This is an optimization exercise on Yosys and OpenROAD, whose aim is small area and a short achievable clock period, not a production implementation. The RTL of this run was laid out without a check of its function. Power and IR drop assume default switching activity.

[flow/standard.sh]
#!/bin/bash
# synth_recipe.tcl (not shown) runs the flow's synth.tcl, then flattens the netlist and writes it again
# the make line also repeats each setting of config.mk as NAME=value (left out here)
make -C /OpenROAD-flow-scripts/flow DESIGN_CONFIG=/design/flow/config.mk WORK_HOME=/design/flow/orfs CLKGATE_MAP_FILE= SYNTH_SCRIPT=/design/flow/synth_recipe.tcl "${@:-finish}"
[flow/design.v]
module full_adder(output sum,
                  output carry_out,
                  input x,
                  input y,
                  input carry_in);
assign sum = x ^ y ^ carry_in;
assign carry_out = (x & y) | (x & carry_in) | (y & carry_in);
endmodule
module g_and2(output y, input a, input b);
assign y = a & b;
endmodule
module g_aoi21(output y, input a, input b, input c);
assign y = ~((a & b) | c);
endmodule
module g_inv(output y, input a);
assign y = ~a;
endmodule
module g_nand2(output y, input a, input b);
assign y = ~(a & b);
endmodule
module g_nor2(output y, input a, input b);
assign y = ~(a | b);
endmodule
module g_oai21(output y, input a, input b, input c);
assign y = ~((a | b) & c);
endmodule
module g_or2(output y, input a, input b);
assign y = a | b;
endmodule
module g_xnor2(output y, input a, input b);
assign y = ~(a ^ b);
endmodule
module g_xor2(output y, input a, input b);
assign y = a ^ b;
endmodule
module half_adder_n(output sum_n,
                    output carry_n,
                    input a_n,
                    input b_n);
xnor_n xs(sum_n, a_n, b_n);
or_n oc(carry_n, a_n, b_n);
endmodule
module xnor_n(output y, input a, input b);
assign y = ~(a ^ b);
endmodule
module or_n(output y, input a, input b);
assign y = a | b;
endmodule
module fir_3tap (input clk,
                 input [7:0] Xin,
                 input [7:0] H0,
                 input [7:0] H1,
                 input [7:0] H2,
                 output reg [15:0] Yout);
reg [15:0] Q1n, Q2n;
wire t2_p0_0 = ~(Xin[0] & H2[0]);
wire t2_p0_1 = ~(Xin[0] & H2[1]);
wire t2_p0_2 = ~(Xin[0] & H2[2]);
wire t2_p0_3 = ~(Xin[0] & H2[3]);
wire t2_p0_4 = ~(Xin[0] & H2[4]);
wire t2_p0_5 = ~(Xin[0] & H2[5]);
wire t2_p0_6 = ~(Xin[0] & H2[6]);
wire t2_p0_7 = ~(Xin[0] & H2[7]);
wire t2_p1_0 = ~(Xin[1] & H2[0]);
wire t2_p1_1 = ~(Xin[1] & H2[1]);
wire t2_p1_2 = ~(Xin[1] & H2[2]);
wire t2_p1_3 = ~(Xin[1] & H2[3]);
wire t2_p1_4 = ~(Xin[1] & H2[4]);
wire t2_p1_5 = ~(Xin[1] & H2[5]);
wire t2_p1_6 = ~(Xin[1] & H2[6]);
wire t2_p1_7 = ~(Xin[1] & H2[7]);
wire t2_p2_0 = ~(Xin[2] & H2[0]);
wire t2_p2_1 = ~(Xin[2] & H2[1]);
wire t2_p2_2 = ~(Xin[2] & H2[2]);
wire t2_p2_3 = ~(Xin[2] & H2[3]);
wire t2_p2_4 = ~(Xin[2] & H2[4]);
wire t2_p2_5 = ~(Xin[2] & H2[5]);
wire t2_p2_6 = ~(Xin[2] & H2[6]);
wire t2_p2_7 = ~(Xin[2] & H2[7]);
wire t2_p3_0 = ~(Xin[3] & H2[0]);
wire t2_p3_1 = ~(Xin[3] & H2[1]);
wire t2_p3_2 = ~(Xin[3] & H2[2]);
wire t2_p3_3 = ~(Xin[3] & H2[3]);
wire t2_p3_4 = ~(Xin[3] & H2[4]);
wire t2_p3_5 = ~(Xin[3] & H2[5]);
wire t2_p3_6 = ~(Xin[3] & H2[6]);
wire t2_p3_7 = ~(Xin[3] & H2[7]);
wire t2_p4_0 = ~(Xin[4] & H2[0]);
wire t2_p4_1 = ~(Xin[4] & H2[1]);
wire t2_p4_2 = ~(Xin[4] & H2[2]);
wire t2_p4_3 = ~(Xin[4] & H2[3]);
wire t2_p4_4 = ~(Xin[4] & H2[4]);
wire t2_p4_5 = ~(Xin[4] & H2[5]);
wire t2_p4_6 = ~(Xin[4] & H2[6]);
wire t2_p4_7 = ~(Xin[4] & H2[7]);
wire t2_p5_0 = ~(Xin[5] & H2[0]);
wire t2_p5_1 = ~(Xin[5] & H2[1]);
wire t2_p5_2 = ~(Xin[5] & H2[2]);
wire t2_p5_3 = ~(Xin[5] & H2[3]);
wire t2_p5_4 = ~(Xin[5] & H2[4]);
wire t2_p5_5 = ~(Xin[5] & H2[5]);
wire t2_p5_6 = ~(Xin[5] & H2[6]);
wire t2_p5_7 = ~(Xin[5] & H2[7]);
wire t2_p6_0 = ~(Xin[6] & H2[0]);
wire t2_p6_1 = ~(Xin[6] & H2[1]);
wire t2_p6_2 = ~(Xin[6] & H2[2]);
wire t2_p6_3 = ~(Xin[6] & H2[3]);
wire t2_p6_4 = ~(Xin[6] & H2[4]);
wire t2_p6_5 = ~(Xin[6] & H2[5]);
wire t2_p6_6 = ~(Xin[6] & H2[6]);
wire t2_p6_7 = ~(Xin[6] & H2[7]);
wire t2_p7_0 = ~(Xin[7] & H2[0]);
wire t2_p7_1 = ~(Xin[7] & H2[1]);
wire t2_p7_2 = ~(Xin[7] & H2[2]);
wire t2_p7_3 = ~(Xin[7] & H2[3]);
wire t2_p7_4 = ~(Xin[7] & H2[4]);
wire t2_p7_5 = ~(Xin[7] & H2[5]);
wire t2_p7_6 = ~(Xin[7] & H2[6]);
wire t2_p7_7 = ~(Xin[7] & H2[7]);
wire t2_s0, t2_c0;
half_adder_n t2_ha1 (t2_s0, t2_c0, t2_p0_6, t2_p1_5);
wire t2_s1, t2_c1;
full_adder t2_fa2 (t2_s1, t2_c1, t2_p0_7, t2_p1_6, t2_p2_5);
wire t2_s2, t2_c2;
half_adder_n t2_ha3 (t2_s2, t2_c2, t2_p3_4, t2_p4_3);
wire t2_s3, t2_c3;
full_adder t2_fa4 (t2_s3, t2_c3, t2_p1_7, t2_p2_6, t2_p3_5);
wire t2_s4, t2_c4;
half_adder_n t2_ha5 (t2_s4, t2_c4, t2_p4_4, t2_p5_3);
wire t2_s5, t2_c5;
full_adder t2_fa6 (t2_s5, t2_c5, t2_p2_7, t2_p3_6, t2_p4_5);
wire t2_s6, t2_c6;
half_adder_n t2_ha7 (t2_s6, t2_c6, t2_p0_4, t2_p1_3);
wire t2_s7, t2_c7;
full_adder t2_fa8 (t2_s7, t2_c7, t2_p0_5, t2_p1_4, t2_p2_3);
wire t2_s8, t2_c8;
half_adder_n t2_ha9 (t2_s8, t2_c8, t2_p3_2, t2_p4_1);
wire t2_s9, t2_c9;
full_adder t2_fa10 (t2_s9, t2_c9, t2_p2_4, t2_p3_3, t2_p4_2);
wire t2_s10, t2_c10;
full_adder t2_fa11 (t2_s10, t2_c10, t2_p5_1, t2_p6_0, t2_s0);
wire t2_s11, t2_c11;
full_adder t2_fa12 (t2_s11, t2_c11, t2_p5_2, t2_p6_1, t2_p7_0);
wire t2_s12, t2_c12;
full_adder t2_fa13 (t2_s12, t2_c12, t2_c0, t2_s2, t2_s1);
wire t2_s13, t2_c13;
full_adder t2_fa14 (t2_s13, t2_c13, t2_p6_2, t2_p7_1, t2_c2);
wire t2_s14, t2_c14;
full_adder t2_fa15 (t2_s14, t2_c14, t2_s4, t2_c1, t2_s3);
wire t2_s15, t2_c15;
full_adder t2_fa16 (t2_s15, t2_c15, t2_p5_4, t2_p6_3, t2_p7_2);
wire t2_s16, t2_c16;
full_adder t2_fa17 (t2_s16, t2_c16, t2_c4, t2_c3, t2_s5);
wire t2_s17, t2_c17;
full_adder t2_fa18 (t2_s17, t2_c17, t2_p3_7, t2_p4_6, t2_p5_5);
wire t2_s18, t2_c18;
full_adder t2_fa19 (t2_s18, t2_c18, t2_p6_4, t2_p7_3, t2_c5);
wire t2_s19, t2_c19;
full_adder t2_fa20 (t2_s19, t2_c19, t2_p4_7, t2_p5_6, t2_p6_5);
wire t2_s20, t2_c20;
half_adder_n t2_ha21 (t2_s20, t2_c20, t2_p0_3, t2_p1_2);
wire t2_s21, t2_c21;
full_adder t2_fa22 (t2_s21, t2_c21, t2_p2_2, t2_p3_1, t2_p4_0);
wire t2_s22, t2_c22;
full_adder t2_fa23 (t2_s22, t2_c22, t2_p5_0, t2_c6, t2_s8);
wire t2_s23, t2_c23;
full_adder t2_fa24 (t2_s23, t2_c23, t2_c8, t2_c7, t2_s9);
wire t2_s24, t2_c24;
full_adder t2_fa25 (t2_s24, t2_c24, t2_c9, t2_s11, t2_c10);
wire t2_s25, t2_c25;
full_adder t2_fa26 (t2_s25, t2_c25, t2_c11, t2_s13, t2_c12);
wire t2_s26, t2_c26;
full_adder t2_fa27 (t2_s26, t2_c26, t2_s15, t2_c13, t2_c14);
wire t2_s27, t2_c27;
full_adder t2_fa28 (t2_s27, t2_c27, t2_c15, t2_s17, t2_c16);
wire t2_s28, t2_c28;
full_adder t2_fa29 (t2_s28, t2_c28, t2_p7_4, t2_c17, t2_s19);
wire t2_s29, t2_c29;
full_adder t2_fa30 (t2_s29, t2_c29, t2_p5_7, t2_p6_6, t2_p7_5);
wire t2_s30, t2_c30;
half_adder_n t2_ha31 (t2_s30, t2_c30, t2_p0_2, t2_p1_1);
wire t2_s31, t2_c31;
full_adder t2_fa32 (t2_s31, t2_c31, t2_p2_1, t2_p3_0, t2_s20);
wire t2_s32, t2_c32;
full_adder t2_fa33 (t2_s32, t2_c32, t2_c20, t2_s6, t2_s21);
wire t2_s33, t2_c33;
full_adder t2_fa34 (t2_s33, t2_c33, t2_c21, t2_s7, t2_s22);
wire t2_s34, t2_c34;
full_adder t2_fa35 (t2_s34, t2_c34, t2_c22, t2_s10, t2_s23);
wire t2_s35, t2_c35;
full_adder t2_fa36 (t2_s35, t2_c35, t2_c23, t2_s12, t2_s24);
wire t2_s36, t2_c36;
full_adder t2_fa37 (t2_s36, t2_c36, t2_s14, t2_c24, t2_s25);
wire t2_s37, t2_c37;
full_adder t2_fa38 (t2_s37, t2_c37, t2_s16, t2_c25, t2_s26);
wire t2_s38, t2_c38;
full_adder t2_fa39 (t2_s38, t2_c38, t2_s18, t2_c26, t2_s27);
wire t2_s39, t2_c39;
full_adder t2_fa40 (t2_s39, t2_c39, t2_c18, t2_s28, t2_c27);
wire t2_s40, t2_c40;
full_adder t2_fa41 (t2_s40, t2_c40, t2_c19, t2_s29, t2_c28);
wire t2_s41, t2_c41;
full_adder t2_fa42 (t2_s41, t2_c41, t2_p6_7, t2_p7_6, t2_c29);
wire n1;
g_xnor2 u1 (n1, t2_p0_1, t2_p1_0);
wire n2;
g_or2 u2 (n2, t2_p0_1, t2_p1_0);
wire t2_rs2, t2_rc2;
full_adder t2_rfa2 (t2_rs2, t2_rc2, t2_s30, t2_p2_0, n2);
wire t2_rs3, t2_rc3;
full_adder t2_rfa3 (t2_rs3, t2_rc3, t2_c30, t2_s31, t2_rc2);
wire t2_rs4, t2_rc4;
full_adder t2_rfa4 (t2_rs4, t2_rc4, t2_c31, t2_s32, t2_rc3);
wire n3;
g_or2 u3 (n3, t2_c32, t2_s33);
wire n4;
g_and2 u4 (n4, t2_c32, t2_s33);
wire n5;
g_aoi21 u5 (n5, n3, t2_rc4, n4);
wire n6;
g_nor2 u6 (n6, t2_c33, t2_s34);
wire n7;
g_nand2 u7 (n7, t2_c33, t2_s34);
wire n8;
g_oai21 u8 (n8, n6, n5, n7);
wire n9;
g_or2 u9 (n9, t2_c34, t2_s35);
wire n10;
g_and2 u10 (n10, t2_c34, t2_s35);
wire n11;
g_aoi21 u11 (n11, n9, n8, n10);
wire n12;
g_nor2 u12 (n12, t2_c35, t2_s36);
wire n13;
g_nand2 u13 (n13, t2_c35, t2_s36);
wire n14;
g_oai21 u14 (n14, n12, n11, n13);
wire n15;
g_nor2 u15 (n15, t2_c37, t2_s38);
wire n16;
g_nand2 u16 (n16, t2_c36, t2_s37);
wire n17;
g_nand2 u17 (n17, t2_c37, t2_s38);
wire n18;
g_oai21 u18 (n18, n15, n16, n17);
wire n19;
g_nor2 u19 (n19, t2_c36, t2_s37);
wire n20;
g_nor2 u20 (n20, n15, n19);
wire n21;
g_nor2 u21 (n21, t2_c39, t2_s40);
wire n22;
g_nand2 u22 (n22, t2_c38, t2_s39);
wire n23;
g_nand2 u23 (n23, t2_c39, t2_s40);
wire n24;
g_oai21 u24 (n24, n21, n22, n23);
wire n25;
g_nor2 u25 (n25, t2_c38, t2_s39);
wire n26;
g_nor2 u26 (n26, n21, n25);
wire n27;
g_nor2 u27 (n27, t2_c41, t2_p7_7);
wire n28;
g_nand2 u28 (n28, t2_c40, t2_s41);
wire n29;
g_nand2 u29 (n29, t2_c41, t2_p7_7);
wire n30;
g_oai21 u30 (n30, n27, n28, n29);
wire n31;
g_nor2 u31 (n31, t2_c40, t2_s41);
wire n32;
g_nor2 u32 (n32, n27, n31);
wire n33;
g_aoi21 u33 (n33, n20, n14, n18);
wire n34;
g_or2 u34 (n34, t2_c35, t2_s36);
wire n35;
g_nand2 u35 (n35, n20, n34);
wire n36;
g_aoi21 u36 (n36, n32, n24, n30);
wire n37;
g_nand2 u37 (n37, n32, n26);
wire n38;
g_oai21 u38 (n38, n37, n33, n36);
wire n39;
g_nor2 u39 (n39, n37, n35);
wire n40;
g_inv u40 (n40, n26);
wire n41;
g_inv u41 (n41, n24);
wire n42;
g_oai21 u42 (n42, n40, n33, n41);
wire n43;
g_inv u43 (n43, n26);
wire n44;
g_nor2 u44 (n44, n43, n35);
wire n45;
g_or2 u45 (n45, t2_c36, t2_s37);
wire n46;
g_and2 u46 (n46, t2_c36, t2_s37);
wire n47;
g_aoi21 u47 (n47, n45, n14, n46);
wire n48;
g_nand2 u48 (n48, n45, n34);
wire n49;
g_oai21 u49 (n49, n25, n33, n22);
wire n50;
g_nor2 u50 (n50, n25, n35);
wire n51;
g_or2 u51 (n51, t2_c40, t2_s41);
wire n52;
g_and2 u52 (n52, t2_c40, t2_s41);
wire n53;
g_aoi21 u53 (n53, n51, n42, n52);
wire n54;
g_nand2 u54 (n54, n51, n44);
wire n55;
g_xor2 u55 (n55, t2_c32, t2_s33);
wire n56;
g_xor2 u56 (n56, n55, t2_rc4);
wire n57;
g_xor2 u57 (n57, t2_c33, t2_s34);
wire n58;
g_xnor2 u58 (n58, n57, n5);
wire n59;
g_xor2 u59 (n59, t2_c34, t2_s35);
wire n60;
g_xor2 u60 (n60, n59, n8);
wire n61;
g_xor2 u61 (n61, t2_c35, t2_s36);
wire n62;
g_xnor2 u62 (n62, n61, n11);
wire n63;
g_xor2 u63 (n63, t2_c36, t2_s37);
wire n64;
g_xor2 u64 (n64, n63, n14);
wire n65;
g_xor2 u65 (n65, t2_c37, t2_s38);
wire n66;
g_xnor2 u66 (n66, n65, n47);
wire n67;
g_xor2 u67 (n67, t2_c38, t2_s39);
wire n68;
g_xnor2 u68 (n68, n67, n33);
wire n69;
g_xor2 u69 (n69, t2_c39, t2_s40);
wire n70;
g_xor2 u70 (n70, n69, n49);
wire n71;
g_xor2 u71 (n71, t2_c40, t2_s41);
wire n72;
g_xor2 u72 (n72, n71, n42);
wire n73;
g_xor2 u73 (n73, t2_c41, t2_p7_7);
wire n74;
g_xnor2 u74 (n74, n73, n53);
wire [15:0] t2_sn = {n38, n74, n72, n70, n68, n66, n64, n62, n60, n58, n56, t2_rs4, t2_rs3, t2_rs2, n1, t2_p0_0};
wire t1_p0_0 = ~(Xin[0] & H1[0]);
wire t1_p0_1 = ~(Xin[0] & H1[1]);
wire t1_p0_2 = ~(Xin[0] & H1[2]);
wire t1_p0_3 = ~(Xin[0] & H1[3]);
wire t1_p0_4 = ~(Xin[0] & H1[4]);
wire t1_p0_5 = ~(Xin[0] & H1[5]);
wire t1_p0_6 = ~(Xin[0] & H1[6]);
wire t1_p0_7 = ~(Xin[0] & H1[7]);
wire t1_p1_0 = ~(Xin[1] & H1[0]);
wire t1_p1_1 = ~(Xin[1] & H1[1]);
wire t1_p1_2 = ~(Xin[1] & H1[2]);
wire t1_p1_3 = ~(Xin[1] & H1[3]);
wire t1_p1_4 = ~(Xin[1] & H1[4]);
wire t1_p1_5 = ~(Xin[1] & H1[5]);
wire t1_p1_6 = ~(Xin[1] & H1[6]);
wire t1_p1_7 = ~(Xin[1] & H1[7]);
wire t1_p2_0 = ~(Xin[2] & H1[0]);
wire t1_p2_1 = ~(Xin[2] & H1[1]);
wire t1_p2_2 = ~(Xin[2] & H1[2]);
wire t1_p2_3 = ~(Xin[2] & H1[3]);
wire t1_p2_4 = ~(Xin[2] & H1[4]);
wire t1_p2_5 = ~(Xin[2] & H1[5]);
wire t1_p2_6 = ~(Xin[2] & H1[6]);
wire t1_p2_7 = ~(Xin[2] & H1[7]);
wire t1_p3_0 = ~(Xin[3] & H1[0]);
wire t1_p3_1 = ~(Xin[3] & H1[1]);
wire t1_p3_2 = ~(Xin[3] & H1[2]);
wire t1_p3_3 = ~(Xin[3] & H1[3]);
wire t1_p3_4 = ~(Xin[3] & H1[4]);
wire t1_p3_5 = ~(Xin[3] & H1[5]);
wire t1_p3_6 = ~(Xin[3] & H1[6]);
wire t1_p3_7 = ~(Xin[3] & H1[7]);
wire t1_p4_0 = ~(Xin[4] & H1[0]);
wire t1_p4_1 = ~(Xin[4] & H1[1]);
wire t1_p4_2 = ~(Xin[4] & H1[2]);
wire t1_p4_3 = ~(Xin[4] & H1[3]);
wire t1_p4_4 = ~(Xin[4] & H1[4]);
wire t1_p4_5 = ~(Xin[4] & H1[5]);
wire t1_p4_6 = ~(Xin[4] & H1[6]);
wire t1_p4_7 = ~(Xin[4] & H1[7]);
wire t1_p5_0 = ~(Xin[5] & H1[0]);
wire t1_p5_1 = ~(Xin[5] & H1[1]);
wire t1_p5_2 = ~(Xin[5] & H1[2]);
wire t1_p5_3 = ~(Xin[5] & H1[3]);
wire t1_p5_4 = ~(Xin[5] & H1[4]);
wire t1_p5_5 = ~(Xin[5] & H1[5]);
wire t1_p5_6 = ~(Xin[5] & H1[6]);
wire t1_p5_7 = ~(Xin[5] & H1[7]);
wire t1_p6_0 = ~(Xin[6] & H1[0]);
wire t1_p6_1 = ~(Xin[6] & H1[1]);
wire t1_p6_2 = ~(Xin[6] & H1[2]);
wire t1_p6_3 = ~(Xin[6] & H1[3]);
wire t1_p6_4 = ~(Xin[6] & H1[4]);
wire t1_p6_5 = ~(Xin[6] & H1[5]);
wire t1_p6_6 = ~(Xin[6] & H1[6]);
wire t1_p6_7 = ~(Xin[6] & H1[7]);
wire t1_p7_0 = ~(Xin[7] & H1[0]);
wire t1_p7_1 = ~(Xin[7] & H1[1]);
wire t1_p7_2 = ~(Xin[7] & H1[2]);
wire t1_p7_3 = ~(Xin[7] & H1[3]);
wire t1_p7_4 = ~(Xin[7] & H1[4]);
wire t1_p7_5 = ~(Xin[7] & H1[5]);
wire t1_p7_6 = ~(Xin[7] & H1[6]);
wire t1_p7_7 = ~(Xin[7] & H1[7]);
wire t1_s0, t1_c0;
half_adder_n t1_ha1 (t1_s0, t1_c0, Q1n[5], t1_p0_5);
wire t1_s1, t1_c1;
full_adder t1_fa2 (t1_s1, t1_c1, Q1n[6], t1_p0_6, t1_p1_5);
wire t1_s2, t1_c2;
half_adder_n t1_ha3 (t1_s2, t1_c2, t1_p2_4, t1_p3_3);
wire t1_s3, t1_c3;
full_adder t1_fa4 (t1_s3, t1_c3, Q1n[7], t1_p0_7, t1_p1_6);
wire t1_s4, t1_c4;
full_adder t1_fa5 (t1_s4, t1_c4, t1_p2_5, t1_p3_4, t1_p4_3);
wire t1_s5, t1_c5;
half_adder_n t1_ha6 (t1_s5, t1_c5, t1_p5_2, t1_p6_1);
wire t1_s6, t1_c6;
full_adder t1_fa7 (t1_s6, t1_c6, Q1n[8], t1_p1_7, t1_p2_6);
wire t1_s7, t1_c7;
full_adder t1_fa8 (t1_s7, t1_c7, t1_p3_5, t1_p4_4, t1_p5_3);
wire t1_s8, t1_c8;
half_adder_n t1_ha9 (t1_s8, t1_c8, t1_p6_2, t1_p7_1);
wire t1_s9, t1_c9;
full_adder t1_fa10 (t1_s9, t1_c9, Q1n[9], t1_p2_7, t1_p3_6);
wire t1_s10, t1_c10;
full_adder t1_fa11 (t1_s10, t1_c10, t1_p4_5, t1_p5_4, t1_p6_3);
wire t1_s11, t1_c11;
full_adder t1_fa12 (t1_s11, t1_c11, Q1n[10], t1_p3_7, t1_p4_6);
wire t1_s12, t1_c12;
half_adder_n t1_ha13 (t1_s12, t1_c12, Q1n[3], t1_p0_3);
wire t1_s13, t1_c13;
full_adder t1_fa14 (t1_s13, t1_c13, Q1n[4], t1_p0_4, t1_p1_3);
wire t1_s14, t1_c14;
half_adder_n t1_ha15 (t1_s14, t1_c14, t1_p2_2, t1_p3_1);
wire t1_s15, t1_c15;
full_adder t1_fa16 (t1_s15, t1_c15, t1_p1_4, t1_p2_3, t1_p3_2);
wire t1_s16, t1_c16;
full_adder t1_fa17 (t1_s16, t1_c16, t1_p4_1, t1_p5_0, t1_s0);
wire t1_s17, t1_c17;
full_adder t1_fa18 (t1_s17, t1_c17, t1_p4_2, t1_p5_1, t1_p6_0);
wire t1_s18, t1_c18;
full_adder t1_fa19 (t1_s18, t1_c18, t1_c0, t1_s2, t1_s1);
wire t1_s19, t1_c19;
full_adder t1_fa20 (t1_s19, t1_c19, t1_p7_0, t1_c2, t1_s5);
wire t1_s20, t1_c20;
full_adder t1_fa21 (t1_s20, t1_c20, t1_c1, t1_s3, t1_s4);
wire t1_s21, t1_c21;
full_adder t1_fa22 (t1_s21, t1_c21, t1_c5, t1_s8, t1_c3);
wire t1_s22, t1_c22;
full_adder t1_fa23 (t1_s22, t1_c22, t1_c4, t1_s6, t1_s7);
wire t1_s23, t1_c23;
full_adder t1_fa24 (t1_s23, t1_c23, t1_p7_2, t1_c8, t1_c6);
wire t1_s24, t1_c24;
full_adder t1_fa25 (t1_s24, t1_c24, t1_c7, t1_s10, t1_s9);
wire t1_s25, t1_c25;
full_adder t1_fa26 (t1_s25, t1_c25, t1_p5_5, t1_p6_4, t1_p7_3);
wire t1_s26, t1_c26;
full_adder t1_fa27 (t1_s26, t1_c26, t1_c10, t1_c9, t1_s11);
wire t1_s27, t1_c27;
full_adder t1_fa28 (t1_s27, t1_c27, Q1n[11], t1_p4_7, t1_p5_6);
wire t1_s28, t1_c28;
full_adder t1_fa29 (t1_s28, t1_c28, t1_p6_5, t1_p7_4, t1_c11);
wire t1_s29, t1_c29;
full_adder t1_fa30 (t1_s29, t1_c29, Q1n[12], t1_p5_7, t1_p6_6);
wire t1_s30, t1_c30;
half_adder_n t1_ha31 (t1_s30, t1_c30, Q1n[2], t1_p0_2);
wire t1_s31, t1_c31;
full_adder t1_fa32 (t1_s31, t1_c31, t1_p1_2, t1_p2_1, t1_p3_0);
wire t1_s32, t1_c32;
full_adder t1_fa33 (t1_s32, t1_c32, t1_p4_0, t1_c12, t1_s14);
wire t1_s33, t1_c33;
full_adder t1_fa34 (t1_s33, t1_c33, t1_c14, t1_c13, t1_s15);
wire t1_s34, t1_c34;
full_adder t1_fa35 (t1_s34, t1_c34, t1_c15, t1_s17, t1_c16);
wire t1_s35, t1_c35;
full_adder t1_fa36 (t1_s35, t1_c35, t1_c17, t1_s19, t1_c18);
wire t1_s36, t1_c36;
full_adder t1_fa37 (t1_s36, t1_c36, t1_c19, t1_c20, t1_s21);
wire t1_s37, t1_c37;
full_adder t1_fa38 (t1_s37, t1_c37, t1_c21, t1_c22, t1_s23);
wire t1_s38, t1_c38;
full_adder t1_fa39 (t1_s38, t1_c38, t1_s25, t1_c23, t1_c24);
wire t1_s39, t1_c39;
full_adder t1_fa40 (t1_s39, t1_c39, t1_c25, t1_s27, t1_c26);
wire t1_s40, t1_c40;
full_adder t1_fa41 (t1_s40, t1_c40, t1_p7_5, t1_c27, t1_s29);
wire t1_s41, t1_c41;
full_adder t1_fa42 (t1_s41, t1_c41, Q1n[13], t1_p6_7, t1_p7_6);
wire t1_s42, t1_c42;
half_adder_n t1_ha43 (t1_s42, t1_c42, Q1n[1], t1_p0_1);
wire t1_s43, t1_c43;
full_adder t1_fa44 (t1_s43, t1_c43, t1_p1_1, t1_p2_0, t1_s30);
wire t1_s44, t1_c44;
full_adder t1_fa45 (t1_s44, t1_c44, t1_c30, t1_s12, t1_s31);
wire t1_s45, t1_c45;
full_adder t1_fa46 (t1_s45, t1_c45, t1_c31, t1_s13, t1_s32);
wire t1_s46, t1_c46;
full_adder t1_fa47 (t1_s46, t1_c46, t1_c32, t1_s16, t1_s33);
wire t1_s47, t1_c47;
full_adder t1_fa48 (t1_s47, t1_c47, t1_c33, t1_s18, t1_s34);
wire t1_s48, t1_c48;
full_adder t1_fa49 (t1_s48, t1_c48, t1_s20, t1_c34, t1_s35);
wire t1_s49, t1_c49;
full_adder t1_fa50 (t1_s49, t1_c49, t1_s22, t1_c35, t1_s36);
wire t1_s50, t1_c50;
full_adder t1_fa51 (t1_s50, t1_c50, t1_s24, t1_c36, t1_s37);
wire t1_s51, t1_c51;
full_adder t1_fa52 (t1_s51, t1_c51, t1_s26, t1_c37, t1_s38);
wire t1_s52, t1_c52;
full_adder t1_fa53 (t1_s52, t1_c52, t1_s28, t1_c38, t1_s39);
wire t1_s53, t1_c53;
full_adder t1_fa54 (t1_s53, t1_c53, t1_c28, t1_s40, t1_c39);
wire t1_s54, t1_c54;
full_adder t1_fa55 (t1_s54, t1_c54, t1_c29, t1_s41, t1_c40);
wire t1_s55, t1_c55;
full_adder t1_fa56 (t1_s55, t1_c55, Q1n[14], t1_p7_7, t1_c41);
wire n75;
g_xnor2 u75 (n75, Q1n[0], t1_p0_0);
wire n76;
g_or2 u76 (n76, Q1n[0], t1_p0_0);
wire t1_rs1, t1_rc1;
full_adder t1_rfa1 (t1_rs1, t1_rc1, t1_s42, t1_p1_0, n76);
wire t1_rs2, t1_rc2;
full_adder t1_rfa2 (t1_rs2, t1_rc2, t1_c42, t1_s43, t1_rc1);
wire t1_rs3, t1_rc3;
full_adder t1_rfa3 (t1_rs3, t1_rc3, t1_c43, t1_s44, t1_rc2);
wire t1_rs4, t1_rc4;
full_adder t1_rfa4 (t1_rs4, t1_rc4, t1_c44, t1_s45, t1_rc3);
wire n77;
g_or2 u77 (n77, t1_c45, t1_s46);
wire n78;
g_and2 u78 (n78, t1_c45, t1_s46);
wire n79;
g_aoi21 u79 (n79, n77, t1_rc4, n78);
wire n80;
g_nor2 u80 (n80, t1_c46, t1_s47);
wire n81;
g_nand2 u81 (n81, t1_c46, t1_s47);
wire n82;
g_oai21 u82 (n82, n80, n79, n81);
wire n83;
g_or2 u83 (n83, t1_c47, t1_s48);
wire n84;
g_and2 u84 (n84, t1_c47, t1_s48);
wire n85;
g_aoi21 u85 (n85, n83, n82, n84);
wire n86;
g_nor2 u86 (n86, t1_c48, t1_s49);
wire n87;
g_nand2 u87 (n87, t1_c48, t1_s49);
wire n88;
g_oai21 u88 (n88, n86, n85, n87);
wire n89;
g_nor2 u89 (n89, t1_c50, t1_s51);
wire n90;
g_nand2 u90 (n90, t1_c49, t1_s50);
wire n91;
g_nand2 u91 (n91, t1_c50, t1_s51);
wire n92;
g_oai21 u92 (n92, n89, n90, n91);
wire n93;
g_nor2 u93 (n93, t1_c49, t1_s50);
wire n94;
g_nor2 u94 (n94, n89, n93);
wire n95;
g_nor2 u95 (n95, t1_c52, t1_s53);
wire n96;
g_nand2 u96 (n96, t1_c51, t1_s52);
wire n97;
g_nand2 u97 (n97, t1_c52, t1_s53);
wire n98;
g_oai21 u98 (n98, n95, n96, n97);
wire n99;
g_nor2 u99 (n99, t1_c51, t1_s52);
wire n100;
g_nor2 u100 (n100, n95, n99);
wire n101;
g_nor2 u101 (n101, t1_c54, t1_s55);
wire n102;
g_nand2 u102 (n102, t1_c53, t1_s54);
wire n103;
g_nand2 u103 (n103, t1_c54, t1_s55);
wire n104;
g_oai21 u104 (n104, n101, n102, n103);
wire n105;
g_nor2 u105 (n105, t1_c53, t1_s54);
wire n106;
g_nor2 u106 (n106, n101, n105);
wire n107;
g_aoi21 u107 (n107, n94, n88, n92);
wire n108;
g_or2 u108 (n108, t1_c48, t1_s49);
wire n109;
g_nand2 u109 (n109, n94, n108);
wire n110;
g_aoi21 u110 (n110, n106, n98, n104);
wire n111;
g_nand2 u111 (n111, n106, n100);
wire n112;
g_oai21 u112 (n112, n111, n107, n110);
wire n113;
g_nor2 u113 (n113, n111, n109);
wire n114;
g_inv u114 (n114, n100);
wire n115;
g_inv u115 (n115, n98);
wire n116;
g_oai21 u116 (n116, n114, n107, n115);
wire n117;
g_inv u117 (n117, n100);
wire n118;
g_nor2 u118 (n118, n117, n109);
wire n119;
g_or2 u119 (n119, t1_c49, t1_s50);
wire n120;
g_and2 u120 (n120, t1_c49, t1_s50);
wire n121;
g_aoi21 u121 (n121, n119, n88, n120);
wire n122;
g_nand2 u122 (n122, n119, n108);
wire n123;
g_oai21 u123 (n123, n99, n107, n96);
wire n124;
g_nor2 u124 (n124, n99, n109);
wire n125;
g_or2 u125 (n125, t1_c53, t1_s54);
wire n126;
g_and2 u126 (n126, t1_c53, t1_s54);
wire n127;
g_aoi21 u127 (n127, n125, n116, n126);
wire n128;
g_nand2 u128 (n128, n125, n118);
wire n129;
g_xor2 u129 (n129, t1_c45, t1_s46);
wire n130;
g_xor2 u130 (n130, n129, t1_rc4);
wire n131;
g_xor2 u131 (n131, t1_c46, t1_s47);
wire n132;
g_xnor2 u132 (n132, n131, n79);
wire n133;
g_xor2 u133 (n133, t1_c47, t1_s48);
wire n134;
g_xor2 u134 (n134, n133, n82);
wire n135;
g_xor2 u135 (n135, t1_c48, t1_s49);
wire n136;
g_xnor2 u136 (n136, n135, n85);
wire n137;
g_xor2 u137 (n137, t1_c49, t1_s50);
wire n138;
g_xor2 u138 (n138, n137, n88);
wire n139;
g_xor2 u139 (n139, t1_c50, t1_s51);
wire n140;
g_xnor2 u140 (n140, n139, n121);
wire n141;
g_xor2 u141 (n141, t1_c51, t1_s52);
wire n142;
g_xnor2 u142 (n142, n141, n107);
wire n143;
g_xor2 u143 (n143, t1_c52, t1_s53);
wire n144;
g_xor2 u144 (n144, n143, n123);
wire n145;
g_xor2 u145 (n145, t1_c53, t1_s54);
wire n146;
g_xor2 u146 (n146, n145, n116);
wire n147;
g_xor2 u147 (n147, t1_c54, t1_s55);
wire n148;
g_xnor2 u148 (n148, n147, n127);
wire n149;
g_xor2 u149 (n149, t1_c55, Q1n[15]);
wire n150;
g_xor2 u150 (n150, n149, n112);
wire [15:0] t1_sn = {n150, n148, n146, n144, n142, n140, n138, n136, n134, n132, n130, t1_rs4, t1_rs3, t1_rs2, t1_rs1, n75};
wire t0_p0_0 = ~(Xin[0] & H0[0]);
wire t0_p0_1 = ~(Xin[0] & H0[1]);
wire t0_p0_2 = ~(Xin[0] & H0[2]);
wire t0_p0_3 = ~(Xin[0] & H0[3]);
wire t0_p0_4 = ~(Xin[0] & H0[4]);
wire t0_p0_5 = ~(Xin[0] & H0[5]);
wire t0_p0_6 = ~(Xin[0] & H0[6]);
wire t0_p0_7 = ~(Xin[0] & H0[7]);
wire t0_p1_0 = ~(Xin[1] & H0[0]);
wire t0_p1_1 = ~(Xin[1] & H0[1]);
wire t0_p1_2 = ~(Xin[1] & H0[2]);
wire t0_p1_3 = ~(Xin[1] & H0[3]);
wire t0_p1_4 = ~(Xin[1] & H0[4]);
wire t0_p1_5 = ~(Xin[1] & H0[5]);
wire t0_p1_6 = ~(Xin[1] & H0[6]);
wire t0_p1_7 = ~(Xin[1] & H0[7]);
wire t0_p2_0 = ~(Xin[2] & H0[0]);
wire t0_p2_1 = ~(Xin[2] & H0[1]);
wire t0_p2_2 = ~(Xin[2] & H0[2]);
wire t0_p2_3 = ~(Xin[2] & H0[3]);
wire t0_p2_4 = ~(Xin[2] & H0[4]);
wire t0_p2_5 = ~(Xin[2] & H0[5]);
wire t0_p2_6 = ~(Xin[2] & H0[6]);
wire t0_p2_7 = ~(Xin[2] & H0[7]);
wire t0_p3_0 = ~(Xin[3] & H0[0]);
wire t0_p3_1 = ~(Xin[3] & H0[1]);
wire t0_p3_2 = ~(Xin[3] & H0[2]);
wire t0_p3_3 = ~(Xin[3] & H0[3]);
wire t0_p3_4 = ~(Xin[3] & H0[4]);
wire t0_p3_5 = ~(Xin[3] & H0[5]);
wire t0_p3_6 = ~(Xin[3] & H0[6]);
wire t0_p3_7 = ~(Xin[3] & H0[7]);
wire t0_p4_0 = ~(Xin[4] & H0[0]);
wire t0_p4_1 = ~(Xin[4] & H0[1]);
wire t0_p4_2 = ~(Xin[4] & H0[2]);
wire t0_p4_3 = ~(Xin[4] & H0[3]);
wire t0_p4_4 = ~(Xin[4] & H0[4]);
wire t0_p4_5 = ~(Xin[4] & H0[5]);
wire t0_p4_6 = ~(Xin[4] & H0[6]);
wire t0_p4_7 = ~(Xin[4] & H0[7]);
wire t0_p5_0 = ~(Xin[5] & H0[0]);
wire t0_p5_1 = ~(Xin[5] & H0[1]);
wire t0_p5_2 = ~(Xin[5] & H0[2]);
wire t0_p5_3 = ~(Xin[5] & H0[3]);
wire t0_p5_4 = ~(Xin[5] & H0[4]);
wire t0_p5_5 = ~(Xin[5] & H0[5]);
wire t0_p5_6 = ~(Xin[5] & H0[6]);
wire t0_p5_7 = ~(Xin[5] & H0[7]);
wire t0_p6_0 = ~(Xin[6] & H0[0]);
wire t0_p6_1 = ~(Xin[6] & H0[1]);
wire t0_p6_2 = ~(Xin[6] & H0[2]);
wire t0_p6_3 = ~(Xin[6] & H0[3]);
wire t0_p6_4 = ~(Xin[6] & H0[4]);
wire t0_p6_5 = ~(Xin[6] & H0[5]);
wire t0_p6_6 = ~(Xin[6] & H0[6]);
wire t0_p6_7 = ~(Xin[6] & H0[7]);
wire t0_p7_0 = ~(Xin[7] & H0[0]);
wire t0_p7_1 = ~(Xin[7] & H0[1]);
wire t0_p7_2 = ~(Xin[7] & H0[2]);
wire t0_p7_3 = ~(Xin[7] & H0[3]);
wire t0_p7_4 = ~(Xin[7] & H0[4]);
wire t0_p7_5 = ~(Xin[7] & H0[5]);
wire t0_p7_6 = ~(Xin[7] & H0[6]);
wire t0_p7_7 = ~(Xin[7] & H0[7]);
wire t0_s0, t0_c0;
half_adder_n t0_ha1 (t0_s0, t0_c0, Q2n[5], t0_p0_5);
wire t0_s1, t0_c1;
full_adder t0_fa2 (t0_s1, t0_c1, Q2n[6], t0_p0_6, t0_p1_5);
wire t0_s2, t0_c2;
half_adder_n t0_ha3 (t0_s2, t0_c2, t0_p2_4, t0_p3_3);
wire t0_s3, t0_c3;
full_adder t0_fa4 (t0_s3, t0_c3, Q2n[7], t0_p0_7, t0_p1_6);
wire t0_s4, t0_c4;
full_adder t0_fa5 (t0_s4, t0_c4, t0_p2_5, t0_p3_4, t0_p4_3);
wire t0_s5, t0_c5;
half_adder_n t0_ha6 (t0_s5, t0_c5, t0_p5_2, t0_p6_1);
wire t0_s6, t0_c6;
full_adder t0_fa7 (t0_s6, t0_c6, Q2n[8], t0_p1_7, t0_p2_6);
wire t0_s7, t0_c7;
full_adder t0_fa8 (t0_s7, t0_c7, t0_p3_5, t0_p4_4, t0_p5_3);
wire t0_s8, t0_c8;
half_adder_n t0_ha9 (t0_s8, t0_c8, t0_p6_2, t0_p7_1);
wire t0_s9, t0_c9;
full_adder t0_fa10 (t0_s9, t0_c9, Q2n[9], t0_p2_7, t0_p3_6);
wire t0_s10, t0_c10;
full_adder t0_fa11 (t0_s10, t0_c10, t0_p4_5, t0_p5_4, t0_p6_3);
wire t0_s11, t0_c11;
full_adder t0_fa12 (t0_s11, t0_c11, Q2n[10], t0_p3_7, t0_p4_6);
wire t0_s12, t0_c12;
half_adder_n t0_ha13 (t0_s12, t0_c12, Q2n[3], t0_p0_3);
wire t0_s13, t0_c13;
full_adder t0_fa14 (t0_s13, t0_c13, Q2n[4], t0_p0_4, t0_p1_3);
wire t0_s14, t0_c14;
half_adder_n t0_ha15 (t0_s14, t0_c14, t0_p2_2, t0_p3_1);
wire t0_s15, t0_c15;
full_adder t0_fa16 (t0_s15, t0_c15, t0_p1_4, t0_p2_3, t0_p3_2);
wire t0_s16, t0_c16;
full_adder t0_fa17 (t0_s16, t0_c16, t0_p4_1, t0_p5_0, t0_s0);
wire t0_s17, t0_c17;
full_adder t0_fa18 (t0_s17, t0_c17, t0_p4_2, t0_p5_1, t0_p6_0);
wire t0_s18, t0_c18;
full_adder t0_fa19 (t0_s18, t0_c18, t0_c0, t0_s2, t0_s1);
wire t0_s19, t0_c19;
full_adder t0_fa20 (t0_s19, t0_c19, t0_p7_0, t0_c2, t0_s5);
wire t0_s20, t0_c20;
full_adder t0_fa21 (t0_s20, t0_c20, t0_c1, t0_s3, t0_s4);
wire t0_s21, t0_c21;
full_adder t0_fa22 (t0_s21, t0_c21, t0_c5, t0_s8, t0_c3);
wire t0_s22, t0_c22;
full_adder t0_fa23 (t0_s22, t0_c22, t0_c4, t0_s6, t0_s7);
wire t0_s23, t0_c23;
full_adder t0_fa24 (t0_s23, t0_c23, t0_p7_2, t0_c8, t0_c6);
wire t0_s24, t0_c24;
full_adder t0_fa25 (t0_s24, t0_c24, t0_c7, t0_s10, t0_s9);
wire t0_s25, t0_c25;
full_adder t0_fa26 (t0_s25, t0_c25, t0_p5_5, t0_p6_4, t0_p7_3);
wire t0_s26, t0_c26;
full_adder t0_fa27 (t0_s26, t0_c26, t0_c10, t0_c9, t0_s11);
wire t0_s27, t0_c27;
full_adder t0_fa28 (t0_s27, t0_c27, Q2n[11], t0_p4_7, t0_p5_6);
wire t0_s28, t0_c28;
full_adder t0_fa29 (t0_s28, t0_c28, t0_p6_5, t0_p7_4, t0_c11);
wire t0_s29, t0_c29;
full_adder t0_fa30 (t0_s29, t0_c29, Q2n[12], t0_p5_7, t0_p6_6);
wire t0_s30, t0_c30;
half_adder_n t0_ha31 (t0_s30, t0_c30, Q2n[2], t0_p0_2);
wire t0_s31, t0_c31;
full_adder t0_fa32 (t0_s31, t0_c31, t0_p1_2, t0_p2_1, t0_p3_0);
wire t0_s32, t0_c32;
full_adder t0_fa33 (t0_s32, t0_c32, t0_p4_0, t0_c12, t0_s14);
wire t0_s33, t0_c33;
full_adder t0_fa34 (t0_s33, t0_c33, t0_c14, t0_c13, t0_s15);
wire t0_s34, t0_c34;
full_adder t0_fa35 (t0_s34, t0_c34, t0_c15, t0_s17, t0_c16);
wire t0_s35, t0_c35;
full_adder t0_fa36 (t0_s35, t0_c35, t0_c17, t0_s19, t0_c18);
wire t0_s36, t0_c36;
full_adder t0_fa37 (t0_s36, t0_c36, t0_c19, t0_c20, t0_s21);
wire t0_s37, t0_c37;
full_adder t0_fa38 (t0_s37, t0_c37, t0_c21, t0_c22, t0_s23);
wire t0_s38, t0_c38;
full_adder t0_fa39 (t0_s38, t0_c38, t0_s25, t0_c23, t0_c24);
wire t0_s39, t0_c39;
full_adder t0_fa40 (t0_s39, t0_c39, t0_c25, t0_s27, t0_c26);
wire t0_s40, t0_c40;
full_adder t0_fa41 (t0_s40, t0_c40, t0_p7_5, t0_c27, t0_s29);
wire t0_s41, t0_c41;
full_adder t0_fa42 (t0_s41, t0_c41, Q2n[13], t0_p6_7, t0_p7_6);
wire t0_s42, t0_c42;
half_adder_n t0_ha43 (t0_s42, t0_c42, Q2n[1], t0_p0_1);
wire t0_s43, t0_c43;
full_adder t0_fa44 (t0_s43, t0_c43, t0_p1_1, t0_p2_0, t0_s30);
wire t0_s44, t0_c44;
full_adder t0_fa45 (t0_s44, t0_c44, t0_c30, t0_s12, t0_s31);
wire t0_s45, t0_c45;
full_adder t0_fa46 (t0_s45, t0_c45, t0_c31, t0_s13, t0_s32);
wire t0_s46, t0_c46;
full_adder t0_fa47 (t0_s46, t0_c46, t0_c32, t0_s16, t0_s33);
wire t0_s47, t0_c47;
full_adder t0_fa48 (t0_s47, t0_c47, t0_c33, t0_s18, t0_s34);
wire t0_s48, t0_c48;
full_adder t0_fa49 (t0_s48, t0_c48, t0_s20, t0_c34, t0_s35);
wire t0_s49, t0_c49;
full_adder t0_fa50 (t0_s49, t0_c49, t0_s22, t0_c35, t0_s36);
wire t0_s50, t0_c50;
full_adder t0_fa51 (t0_s50, t0_c50, t0_s24, t0_c36, t0_s37);
wire t0_s51, t0_c51;
full_adder t0_fa52 (t0_s51, t0_c51, t0_s26, t0_c37, t0_s38);
wire t0_s52, t0_c52;
full_adder t0_fa53 (t0_s52, t0_c52, t0_s28, t0_c38, t0_s39);
wire t0_s53, t0_c53;
full_adder t0_fa54 (t0_s53, t0_c53, t0_c28, t0_s40, t0_c39);
wire t0_s54, t0_c54;
full_adder t0_fa55 (t0_s54, t0_c54, t0_c29, t0_s41, t0_c40);
wire t0_s55, t0_c55;
full_adder t0_fa56 (t0_s55, t0_c55, Q2n[14], t0_p7_7, t0_c41);
wire n151;
g_xnor2 u151 (n151, Q2n[0], t0_p0_0);
wire n152;
g_or2 u152 (n152, Q2n[0], t0_p0_0);
wire t0_rs1, t0_rc1;
full_adder t0_rfa1 (t0_rs1, t0_rc1, t0_s42, t0_p1_0, n152);
wire t0_rs2, t0_rc2;
full_adder t0_rfa2 (t0_rs2, t0_rc2, t0_c42, t0_s43, t0_rc1);
wire t0_rs3, t0_rc3;
full_adder t0_rfa3 (t0_rs3, t0_rc3, t0_c43, t0_s44, t0_rc2);
wire t0_rs4, t0_rc4;
full_adder t0_rfa4 (t0_rs4, t0_rc4, t0_c44, t0_s45, t0_rc3);
wire n153;
g_or2 u153 (n153, t0_c45, t0_s46);
wire n154;
g_and2 u154 (n154, t0_c45, t0_s46);
wire n155;
g_aoi21 u155 (n155, n153, t0_rc4, n154);
wire n156;
g_nor2 u156 (n156, t0_c46, t0_s47);
wire n157;
g_nand2 u157 (n157, t0_c46, t0_s47);
wire n158;
g_oai21 u158 (n158, n156, n155, n157);
wire n159;
g_or2 u159 (n159, t0_c47, t0_s48);
wire n160;
g_and2 u160 (n160, t0_c47, t0_s48);
wire n161;
g_aoi21 u161 (n161, n159, n158, n160);
wire n162;
g_nor2 u162 (n162, t0_c48, t0_s49);
wire n163;
g_nand2 u163 (n163, t0_c48, t0_s49);
wire n164;
g_oai21 u164 (n164, n162, n161, n163);
wire n165;
g_nor2 u165 (n165, t0_c50, t0_s51);
wire n166;
g_nand2 u166 (n166, t0_c49, t0_s50);
wire n167;
g_nand2 u167 (n167, t0_c50, t0_s51);
wire n168;
g_oai21 u168 (n168, n165, n166, n167);
wire n169;
g_nor2 u169 (n169, t0_c49, t0_s50);
wire n170;
g_nor2 u170 (n170, n165, n169);
wire n171;
g_nor2 u171 (n171, t0_c52, t0_s53);
wire n172;
g_nand2 u172 (n172, t0_c51, t0_s52);
wire n173;
g_nand2 u173 (n173, t0_c52, t0_s53);
wire n174;
g_oai21 u174 (n174, n171, n172, n173);
wire n175;
g_nor2 u175 (n175, t0_c51, t0_s52);
wire n176;
g_nor2 u176 (n176, n171, n175);
wire n177;
g_nor2 u177 (n177, t0_c54, t0_s55);
wire n178;
g_nand2 u178 (n178, t0_c53, t0_s54);
wire n179;
g_nand2 u179 (n179, t0_c54, t0_s55);
wire n180;
g_oai21 u180 (n180, n177, n178, n179);
wire n181;
g_nor2 u181 (n181, t0_c53, t0_s54);
wire n182;
g_nor2 u182 (n182, n177, n181);
wire n183;
g_aoi21 u183 (n183, n170, n164, n168);
wire n184;
g_or2 u184 (n184, t0_c48, t0_s49);
wire n185;
g_nand2 u185 (n185, n170, n184);
wire n186;
g_aoi21 u186 (n186, n182, n174, n180);
wire n187;
g_nand2 u187 (n187, n182, n176);
wire n188;
g_oai21 u188 (n188, n187, n183, n186);
wire n189;
g_nor2 u189 (n189, n187, n185);
wire n190;
g_inv u190 (n190, n176);
wire n191;
g_inv u191 (n191, n174);
wire n192;
g_oai21 u192 (n192, n190, n183, n191);
wire n193;
g_inv u193 (n193, n176);
wire n194;
g_nor2 u194 (n194, n193, n185);
wire n195;
g_or2 u195 (n195, t0_c49, t0_s50);
wire n196;
g_and2 u196 (n196, t0_c49, t0_s50);
wire n197;
g_aoi21 u197 (n197, n195, n164, n196);
wire n198;
g_nand2 u198 (n198, n195, n184);
wire n199;
g_oai21 u199 (n199, n175, n183, n172);
wire n200;
g_nor2 u200 (n200, n175, n185);
wire n201;
g_or2 u201 (n201, t0_c53, t0_s54);
wire n202;
g_and2 u202 (n202, t0_c53, t0_s54);
wire n203;
g_aoi21 u203 (n203, n201, n192, n202);
wire n204;
g_nand2 u204 (n204, n201, n194);
wire n205;
g_inv u205 (n205, n151);
wire n206;
g_inv u206 (n206, t0_rs1);
wire n207;
g_inv u207 (n207, t0_rs2);
wire n208;
g_inv u208 (n208, t0_rs3);
wire n209;
g_inv u209 (n209, t0_rs4);
wire n210;
g_xor2 u210 (n210, t0_c45, t0_s46);
wire n211;
g_xnor2 u211 (n211, n210, t0_rc4);
wire n212;
g_xor2 u212 (n212, t0_c46, t0_s47);
wire n213;
g_xor2 u213 (n213, n212, n155);
wire n214;
g_xor2 u214 (n214, t0_c47, t0_s48);
wire n215;
g_xnor2 u215 (n215, n214, n158);
wire n216;
g_xor2 u216 (n216, t0_c48, t0_s49);
wire n217;
g_xor2 u217 (n217, n216, n161);
wire n218;
g_xor2 u218 (n218, t0_c49, t0_s50);
wire n219;
g_xnor2 u219 (n219, n218, n164);
wire n220;
g_xor2 u220 (n220, t0_c50, t0_s51);
wire n221;
g_xor2 u221 (n221, n220, n197);
wire n222;
g_xor2 u222 (n222, t0_c51, t0_s52);
wire n223;
g_xor2 u223 (n223, n222, n183);
wire n224;
g_xor2 u224 (n224, t0_c52, t0_s53);
wire n225;
g_xnor2 u225 (n225, n224, n199);
wire n226;
g_xor2 u226 (n226, t0_c53, t0_s54);
wire n227;
g_xnor2 u227 (n227, n226, n192);
wire n228;
g_xor2 u228 (n228, t0_c54, t0_s55);
wire n229;
g_xor2 u229 (n229, n228, n203);
wire n230;
g_xor2 u230 (n230, t0_c55, Q2n[15]);
wire n231;
g_xnor2 u231 (n231, n230, n188);
wire [15:0] t0_sn = {n231, n229, n227, n225, n223, n221, n219, n217, n215, n213, n211, n209, n208, n207, n206, n205};
always @(posedge clk) begin
  Q1n  <= t2_sn;
  Q2n  <= t1_sn;
  Yout <= t0_sn;
end
endmodule
[flow/flow/run.sh]
#!/bin/bash
# The standard layout (standard.sh), with two changes to how it is made:
# - ports are buffered with buf_1 instead of the default delay buffer;
# - repair_timing aims for 6.6 ns of setup slack instead of 0.
set -euo pipefail
export SETUP_SLACK_MARGIN=6.6
export BUFFER_PORTS_ARGS="-buffer_cell sky130_fd_sc_hd__buf_1"
bash standard.sh > standard.log 2>&1
[flow/constraint.sdc]
create_clock -name core_clock -period 12.5 [get_ports {clk}]
set_input_delay 2.5000 -clock core_clock [delete_from_list [all_inputs] [get_ports {clk}]]
set_output_delay 2.5000 -clock core_clock [all_outputs]
set_load 0.01 [all_outputs]
[flow/config.mk]
export PLATFORM = sky130hd
export DESIGN_NAME = fir_3tap
export DESIGN_NICKNAME = fir_3tap
export VERILOG_FILES = /design/flow/design.v
export SDC_FILE = /design/flow/constraint.sdc
export NUM_CORES = 4
export LEC_CHECK = 0
export CAP_MARGIN = 20
export CORE_MARGIN = 2
export CORE_UTILIZATION = 65
export CTS_BUF_LIST = sky130_fd_sc_hd__clkbuf_8
export SLEW_MARGIN = 20
export SYNTH_HIERARCHICAL = 1
export SYNTH_MINIMUM_KEEP_SIZE = 0
export TNS_END_PERCENT = 0
==> flow_metrics.env <==
export IMPL_slew_headroom=0.719
export IMPL_drc_errors=0
export IMPL_clk_root_buffer_cell="clkbuf_8"
export IMPL_num_fill_cells=772
export IMPL_worst_setup_path_type="in -> reg"
export IMPL_groute_layer_met3_usage=0.0340
export IMPL_regArea_um2=961
export IMPL_fin_crit_ns=5.77
export IMPL_fin_tns_setup_ns=0
export IMPL_arrival_ns=6.01
export IMPL_drtPass1Iterations=4
export IMPL_finalHoldViolations=0
export IMPL_antenna_found_initial=0
export IMPL_cts_buffer_depth=2
export IMPL_start_util=0.666
export IMPL_cp_start_kind="primary input"
export IMPL_hold_buffers=0
export IMPL_critPathMaxStageDelay_ns=0.56
export IMPL_synth_area_um2=6450
export IMPL_critical_path_most_common_cell="a21oi_2"
export IMPL_grt_busiest_layer="met2"
export IMPL_netlist_top_cells_area="fa_1 44%, dfxtp_1 15%, nand2_1 13%"
export IMPL_path_clk_slew_ns=0.10
export IMPL_drive_gt1_frac=0.105
export IMPL_cts_sinks=48
export IMPL_grt_pass1_wl_um=22100
export IMPL_diodes=0
export IMPL_htree_levels=2
export IMPL_cts_tree="built"
export IMPL_finalSetupViolCount=0
export IMPL_fin_skew_ns=0.00953
export IMPL_async_flop_share=0
export IMPL_vias=4552
export IMPL_ys_ff_latch=48
export IMPL_multi_input_area_um2=5250
export IMPL_synth_edf_count=0
export IMPL_maxSlewViolCount=0
export IMPL_layout_nets=880
export IMPL_synth_seq_area_share=0.149
export IMPL_yosys_top_cells_count="219 x nand2_1, 142 x fa_1, 48 x dfxtp_1, 48 x xor2_1, 42 x xnor2_1"
export IMPL_gp_congestion=0.805
export IMPL_rrSetupSlack_ns=8.99
export IMPL_final_cell_area_um2=6920
export IMPL_power_density_nw_per_um2=279
export IMPL_grt_pass1_vias=4827
export IMPL_viasPerCell=5.43
export IMPL_place_area_um2=6590
export IMPL_ir_worst_vdd_v=0.000307
export IMPL_worstMarginPinSlew_ns=0.422
export IMPL_grt_setup_unrepaired="true"
export IMPL_wl_um=12600
export IMPL_drv_cap=0
export IMPL_area_growth_pct=7.28
export IMPL_post_synth_top_count_cell="nand2_1"
export IMPL_min_path_type="reg -> reg"
export IMPL_synth_fp_nets=850
export IMPL_numCtsBuffers=5
export IMPL_synth_top_area_cell="fa_1"
export IMPL_routedWlPerCell_um=15.1
export IMPL_synth_cells=675
export IMPL_critPathRequiredTime_ns=12.74
export IMPL_ys_types=14
export IMPL_fp_dieW_um=104
export IMPL_postRouteAntennaNets=0
export IMPL_synth_top_area_share=0.441
export IMPL_place_hpwl_um=9530
export IMPL_io_pins=49
export IMPL_grt_total_usage=0.254
export IMPL_insertion_delay_ns=0.31
export IMPL_grt_use_met2=0.430
export IMPL_crit_family="adder cells"
export IMPL_crit_chain="clkbuf_2 > buf_12 > nand2_1 > fa_1 > fa_1 > fa_2 > fa_2 > a21oi_2 > o21ai_2 > a21oi_2 > o21ai_4 > a21oi_4 > o21ai_2 > a21oi_2 > xor2_1"
export IMPL_drt_initial_drc_count=206
export IMPL_portBuffers=48
export IMPL_met1_usage=0.348
export IMPL_ys_warn_count=7
export IMPL_coreArea_um2=9680
export IMPL_cp_max_fo=12
export IMPL_fmax_mhz=173
export IMPL_crit_path_end_kind="flip-flop"
export IMPL_cp_slowest_cell="fa_1"
export IMPL_leakagePower_nw=2.51
export IMPL_yosys_most_used_dff="dfxtp_1"
export IMPL_grt_max_degree=25
export IMPL_die_area_um2=10700
export IMPL_status="finished clean"
export IMPL_std_cell_rows=36
export IMPL_fin_crit_sh=0.461
export IMPL_syn_mean_instance_area_um2=9.55
export IMPL_overflow=0
export IMPL_die_y_um=104
export IMPL_cp_num_buf_inv=2
==> flip-flops by register name (all words and copies together), names as in the netlist <==
signal and cells:
Q2n 16, Q1n 16, Yout 16
==> placed cells by master, fill, tap and decap left out, types with 2 or more instances in the layout <==
| cell type | instances |
|---|---|
| xnor2_2 | 3 |
| fa_2 | 6 |
| nor2_1 | 33 |
| inv_1 | 11 |
| fa_1 | 136 |
| clkbuf_2 | 10 |
| dfxtp_1 | 48 |
| buf_4 | 9 |
| buf_2 | 6 |
| clkbuf_8 | 6 |
| xnor2_1 | 39 |
| a21oi_2 | 16 |
| xor2_1 | 48 |
| or2_1 | 38 |
| buf_6 | 2 |
| nand2_1 | 219 |
| o21ai_1 | 17 |
| and2_1 | 12 |
| buf_1 | 31 |
| a21oi_4 | 2 |
| o21ai_2 | 6 |
| buf_12 | 2 |
==> per-module statistics from Yosys (local to each module, per instance), excerpt <==
module / times used / flip-flops and latches / cells inside
g_and2: 12 / 0 / 1
g_aoi21: 18 / 0 / 1
or_n: 23 / 0 / 1
full_adder: 142 / 0 / 1
g_oai21: 24 / 0 / 1
g_xnor2: 19 / 0 / 1
g_xor2: 48 / 0 / 1
xnor_n: 23 / 0 / 1
g_nor2: 33 / 0 / 1
g_inv: 11 / 0 / 1
fir_3tap: 1 / 48 / 280
g_nand2: 27 / 0 / 1
g_or2: 15 / 0 / 1
==> path summary, 6_finish.rpt <==
| path | from | endpoint | depth (start not counted) |
|---|---|---|---|
| worst max-delay path | Xin[2] | Yout[14] | 15 |
| worst min-delay path | Q1n[0] | Q2n[0] | 1 |
| worst max register to register | Q2n[2] | Yout[14] | 13 |
| worst min register to register | Q1n[0] | Q2n[0] | 1 |
==> final cells by class <==
cell class,instances,area share
inverters,11,0.00597
clock buffers,6,0.0119
flip-flops and latches,48,0.139
well taps,133,0.0241
multi-input cells,576,0.759
clock inverters,2,0.00199
repair buffers,63,0.0577
==> stage by stage <==
stage	total power, W	util	worst slack, ns	cells	hold slack, ns
after floorplan	0.00150	-	6.59	675	0.418
after global placement	0.00169	0.680	5.71	823	0.431
after detailed placement	0.00173	0.680	5.57	823	0.450
after CTS	0.00190	0.701	6.58	835	0.468
after global routing	0.00216	0.714	6.58	839	0.497
final	0.00193	0.714	6.73	839	0.461
==> power by group <==
| group | total [W] | internal, W | switching, W | leakage (nW) |
|---|---|---|---|---|
| logic | 0.00154 | 0.000730 | 0.000806 | 2.06 |
| registers | 0.000288 | 0.000257 | 0.0000318 | 0.405 |
| clock network | 0.000103 | 0.0000454 | 0.0000571 | 0.0516 |
==> layer usage <==
metal | up-vias | part of all wire
met4 | 0 | 0.019
met1 | 2314 | 0.42
met3 | 23 | 0.047
met5 | - | 0
li1 | 2088 | -
met2 | 127 | 0.52
==> repair_timing <==
action,in CTS,in global routing
buffers inserted,3,3
cloned,1,1
hold endpoints to repair,0,0
pin swaps,3,13
setup endpoints to repair,21,12
gates resized for setup,19,27
==> cell families (layout without fill, tap and decap cells) <==
kind of cell	after synthesis	after routing	synth area share
fa+ha+maj	142	142	0.441
xor+xnor	90	90	0.122
simple gates	302	302	0.195
flops	48	48	0.149
buf+inv	51	82	0.0497
compound gates	42	42	0.0431

## what the ideal ports hide
No port has a modelled driver above. Below, the same layout with a new extraction and two added sets of constraints. Step 1: set_driving_cell puts a clkbuf_16 on clk and a buf_2 on each other input, an assumption about the parent block. Step 2 times the ports against the registers' clock, not the clock port: input delays grow and output delays shrink by t, the midpoint of the rising clock arrivals with the driver on. a / b / c = no drivers / after step 1 / after step 2; a / b = the first two.
t, ns: 0.336
setup WS [ns]: 6.732 / 6.739 / 6.403
worst setup path after step 2: input to register
slew at the worst register clock pin (ns): 0.10 / 0.10
After both steps setup and hold are still met in this run. For this run, drivers alone change the setup slack by +0.007 ns; drivers and shift together by -0.329 ns.
